This is an optimization exercise on Yosys and OpenROAD, whose aim is small area, a short achievable clock period and few clock cycles, not a production implementation. In this exercise RTL edits were held to simulation tests only and were not proved equivalent to the original. Power and IR drop assume default switching activity.

Setup of job 105:
// EditDistance
module EditDistance(
output wire [31:0] addr_rom_0,
input  wire [1:0]  data_o_0,
output wire [31:0] addr_rom_1,
input  wire [1:0]  data_o_1,
input  wire clk,
input  wire rst,
output reg         result_en,
output wire [31:0] result_addr,
output wire [31:0] result
);
Settings: LEC_CHECK=0, ABC_AREA=1, CAP_MARGIN=20, CORE_MARGIN=2, CORE_UTILIZATION=65, CTS_BUF_LIST=sky130_fd_sc_hd__clkbuf_16, CTS_CLUSTER_DIAMETER=100, CTS_CLUSTER_SIZE=30, PLACE_DENSITY=0.75, SETUP_SLACK_MARGIN=2.9, SLEW_MARGIN=20, SYNTH_HIERARCHICAL=1; clock period 5.0 ns.
standard.sh (not shown) runs the stock make flow with config.mk's settings and CLKGATE_MAP_FILE= SYNTH_SCRIPT=/design/flow/synth_recipe.tcl, a recipe that flattens the netlist after the stock synthesis.
==> flow/flow/run.sh <==
#!/bin/bash
set -euo pipefail
bash standard.sh \
  "CTS_ARGS=-sink_clustering_enable -repair_clock_nets -sink_clustering_size 30 -sink_clustering_max_diameter 100 -buf_list sky130_fd_sc_hd__clkbuf_16 -dont_use_dummy_load" \
  finish > flow.log 2>&1
Testbench counts of job 105, summed over its fixed seeds: cycles 53,248.
> inputs changed (job 105 -> job 103)
- CORE_UTILIZATION: 65 -> 70
- CTS_BUF_LIST: sky130_fd_sc_hd__clkbuf_16 -> unset
- PLACE_DENSITY: 0.75 -> 0.8
- SETUP_SLACK_MARGIN: 2.9 -> 3.05
- CTS_CLUSTER_SIZE: 30 -> unset
- CTS_CLUSTER_DIAMETER: 100 -> unset
==> flow/flow/run.sh <==
#!/bin/bash
set -euo pipefail
bash standard.sh \
  "CTS_ARGS=-sink_clustering_enable -repair_clock_nets -sink_clustering_size 24 -sink_clustering_max_diameter 80 -buf_list sky130_fd_sc_hd__clkbuf_16 -dont_use_dummy_load" \
  SKIP_REPAIR_TIE_FANOUT=1 \
  finish > flow.log 2>&1
[summary]
In the tables for job 105 and job 103, clock buffer count reads higher with job 103. For job 103, the capture point of the worst path was addr_rom_0[6], unlike job 105, where it was row[5].vq[15]. Of the two values seen for launching element of the worst setup path, cnt[6] was produced by job 103 and m[8] by job 105. Diff job 105 -> job 103: number of non-filler instances in the completed layout dropped 139, cell area after layout dropped 160 um2, routed wire length per instance climbed 8.9%, via count dropped 203. In the flow results for job 105 and job 103, the power is smaller on job 105. Relative to job 105, die height decreased by 5.0 um in job 103. As far as I/O pin count goes, job 103 and job 105 are indistinguishable; the numbers are identical.

* * *

Starting RTL as in the previous note.
Settings: LEC_CHECK=0, ABC_AREA=1, CAP_MARGIN=20, CORE_MARGIN=2, CORE_UTILIZATION=70, PLACE_DENSITY=0.8, SETUP_SLACK_MARGIN=3.05, SLEW_MARGIN=20, SYNTH_HIERARCHICAL=1; clock period 5.0 ns.
==> flow/flow/run.sh <==
#!/bin/bash
set -euo pipefail
bash standard.sh \
  "CTS_ARGS=-sink_clustering_enable -repair_clock_nets -sink_clustering_size 30 -sink_clustering_max_diameter 100 -buf_list sky130_fd_sc_hd__clkbuf_16 -dont_use_dummy_load" \
  SKIP_REPAIR_TIE_FANOUT=1 \
  finish > flow.log 2>&1
The starting point went through all stages and came out clean.
Testbench counts at the start, summed over its fixed seeds: cycles 53,248.
Edit:
==> flow/run.sh (new file) <==
#!/bin/bash
# synth_recipe.tcl (not shown) runs the flow's synth.tcl, then flattens the netlist and writes it again
# the make line also repeats each setting of config.mk as NAME=value (left out here)
make -C /OpenROAD-flow-scripts/flow DESIGN_CONFIG=/design/flow/config.mk WORK_HOME=/design/flow/orfs CLKGATE_MAP_FILE= SYNTH_SCRIPT=/design/flow/synth_recipe.tcl finish
- CTS_BUF_LIST: unset -> sky130_fd_sc_hd__clkbuf_16
- CTS_CLUSTER_DIAMETER: unset -> 100
- CTS_CLUSTER_SIZE: unset -> 30
- SETUP_SLACK_MARGIN: 3.05 -> 3.0
removed: flow/flow/run.sh
removed: flow/standard.sh
Hold slack is about the same; synthesized cell count is unchanged; design area increases by 4.4%; setup slack gets worse by 0.060 ns; power climbs by 3.8%; cell count rises by 7.7%; utilization climbs by 3.4 points.
Edit:
==> flow/flow/run.sh (new file) <==
#!/bin/bash
set -euo pipefail
bash standard.sh \
  "CTS_ARGS=-sink_clustering_enable -repair_clock_nets -sink_clustering_size 30 -sink_clustering_max_diameter 100 -buf_list sky130_fd_sc_hd__clkbuf_16 -dont_use_dummy_load" \
  SKIP_REPAIR_TIE_FANOUT=1 \
  finish > flow.log 2>&1
==> flow/standard.sh (new file) <==
#!/bin/bash
# synth_recipe.tcl (not shown) runs the flow's synth.tcl, then flattens the netlist and writes it again
# the make line also repeats each setting of config.mk as NAME=value (left out here)
make -C /OpenROAD-flow-scripts/flow DESIGN_CONFIG=/design/flow/config.mk WORK_HOME=/design/flow/orfs CLKGATE_MAP_FILE= SYNTH_SCRIPT=/design/flow/synth_recipe.tcl "${@:-finish}"
- CTS_BUF_LIST: sky130_fd_sc_hd__clkbuf_16 -> unset
- CTS_CLUSTER_DIAMETER: 100 -> unset
- CTS_CLUSTER_SIZE: 30 -> unset
- SETUP_SLACK_MARGIN: 3.0 -> 3.05
- TNS_END_PERCENT: unset -> 20
removed: flow/run.sh
What happened: Final cell count came out lower by about 7.5%; worst hold slack stays flat; flip-flop and latch count does not change; design area came out lower by 4.9%; worst setup slack barely changes; routed wire length went down by 9.6%; sequential power hardly moves; first-iteration DRC count came out lower by 26%; die area is unchanged.
Edit:
==> flow/run.sh (new file) <==
#!/bin/bash
# synth_recipe.tcl (not shown) runs the flow's synth.tcl, then flattens the netlist and writes it again
# the make line also repeats each setting of config.mk as NAME=value (left out here)
make -C /OpenROAD-flow-scripts/flow DESIGN_CONFIG=/design/flow/config.mk WORK_HOME=/design/flow/orfs CLKGATE_MAP_FILE= SYNTH_SCRIPT=/design/flow/synth_recipe.tcl finish
- CTS_BUF_LIST: unset -> sky130_fd_sc_hd__clkbuf_8
- CTS_CLUSTER_DIAMETER: unset -> 60
- CTS_CLUSTER_SIZE: unset -> 20
- SETUP_SLACK_MARGIN: 3.05 -> 2.9
- TNS_END_PERCENT: 20 -> unset
removed: flow/flow/run.sh
removed: flow/standard.sh
Effect:
- die area does not change
- area after synthesis stays the same
- hold slack hardly moves
- cell count rises by about 7%
- first-iteration DRC count went up by about 16%
- setup slack degrades by 0.022 ns
- routed wire length rose by 1.7%
- cell area came out higher by 0.77%
- non-clock buffer count is lower by 1
- global-route usage climbs by 0.40 points
Edit:
==> flow/flow/run.sh (new file) <==
#!/bin/bash
set -euo pipefail
bash standard.sh \
  "CTS_ARGS=-sink_clustering_enable -repair_clock_nets -sink_clustering_size 30 -sink_clustering_max_diameter 100 -buf_list sky130_fd_sc_hd__clkbuf_16 -dont_use_dummy_load" \
  SKIP_REPAIR_TIE_FANOUT=1 \
  finish > flow.log 2>&1
==> flow/standard.sh (new file) <==
#!/bin/bash
# synth_recipe.tcl (not shown) runs the flow's synth.tcl, then flattens the netlist and writes it again
# the make line also repeats each setting of config.mk as NAME=value (left out here)
make -C /OpenROAD-flow-scripts/flow DESIGN_CONFIG=/design/flow/config.mk WORK_HOME=/design/flow/orfs CLKGATE_MAP_FILE= SYNTH_SCRIPT=/design/flow/synth_recipe.tcl "${@:-finish}"
- CTS_BUF_LIST: sky130_fd_sc_hd__clkbuf_8 -> unset
- CTS_CLUSTER_DIAMETER: 60 -> unset
- CTS_CLUSTER_SIZE: 20 -> unset
- SETUP_SLACK_MARGIN: 2.9 -> 3.1
- TNS_END_PERCENT: unset -> 5
removed: flow/run.sh
Result: Flip-flop and latch count does not change. Synthesized cell count does not change. Combinational power stays flat. Total power went up slightly. Cell count falls by a few percent. Core utilization shrinks by 1.7 points. Worst setup slack is better by 0.070 ns. Sequential share of layout area went up by 1.3 points. Global-route usage is lower by 0.37 points.
Edit:
==> flow/run.sh (new file) <==
#!/bin/bash
# synth_recipe.tcl (not shown) runs the flow's synth.tcl, then flattens the netlist and writes it again
# the make line also repeats each setting of config.mk as NAME=value (left out here)
make -C /OpenROAD-flow-scripts/flow DESIGN_CONFIG=/design/flow/config.mk WORK_HOME=/design/flow/orfs CLKGATE_MAP_FILE= SYNTH_SCRIPT=/design/flow/synth_recipe.tcl finish
- ABC_AREA: 1 -> unset
- CTS_BUF_LIST: unset -> sky130_fd_sc_hd__clkbuf_16
- CTS_CLUSTER_DIAMETER: unset -> 100
- CTS_CLUSTER_SIZE: unset -> 30
- SETUP_SLACK_MARGIN: 3.1 -> 2.9
- TNS_END_PERCENT: 5 -> unset
removed: flow/flow/run.sh
removed: flow/standard.sh
Sequential power went up by about 1%.
Power went up by 4.5%.
Final area went up by 6.0%.
Routed wire length went up by 7.1%.
Utilization went up by 2.6 points.
Flip-flop and latch count is unchanged.
Via count went up by 4.4%.
Count of clock-buffer cells in the layout went up by 1.

[afterwards: timing with drivers on the ports]
The results above use ideal ports. As a check the final layouts listed here were re-extracted and re-timed, cells and wires unchanged. Step 1 sets driving cells, clkbuf_16 on the clock port and buf_2 on the other inputs (assumed; they add their load-dependent delay and slew). Step 2, shift: input delay + t, output delay - t, t = (earliest + latest rising clock arrival at the registers) / 2. This alone moves slack from input paths to output paths. Slacks: ideal / step 1 / step 2; pairs: ideal / step 1.
run | t, ns | slack for setup (ns) | cell pins on the clock port's net
job 105 | 0.516 | 2.942 / 2.901 / 2.529 | 1
job 103 | 0.531 | 3.018 / 2.975 / 2.769 | 1
the first run of note 2 | 0.499 | 3.023 / 2.981 / 2.788 | 1
the second run of note 2 | 0.537 | 2.963 / 2.920 / 2.613 | 1
the third run of note 2 | 0.499 | 2.963 / 2.930 / 2.482 | 1
the fourth run of note 2 | 0.582 | 2.941 / 2.901 / 2.499 | 1
the fifth run of note 2 | 0.500 | 3.011 / 2.968 / 2.674 | 1
the sixth run of note 2 | 0.536 | 2.898 / 2.855 / 2.507 | 1
After both steps setup and hold are still met in every run listed. For the third run of note 2, which loses most, drivers alone change the setup slack by -0.033 ns; drivers and shift together by -0.481 ns.
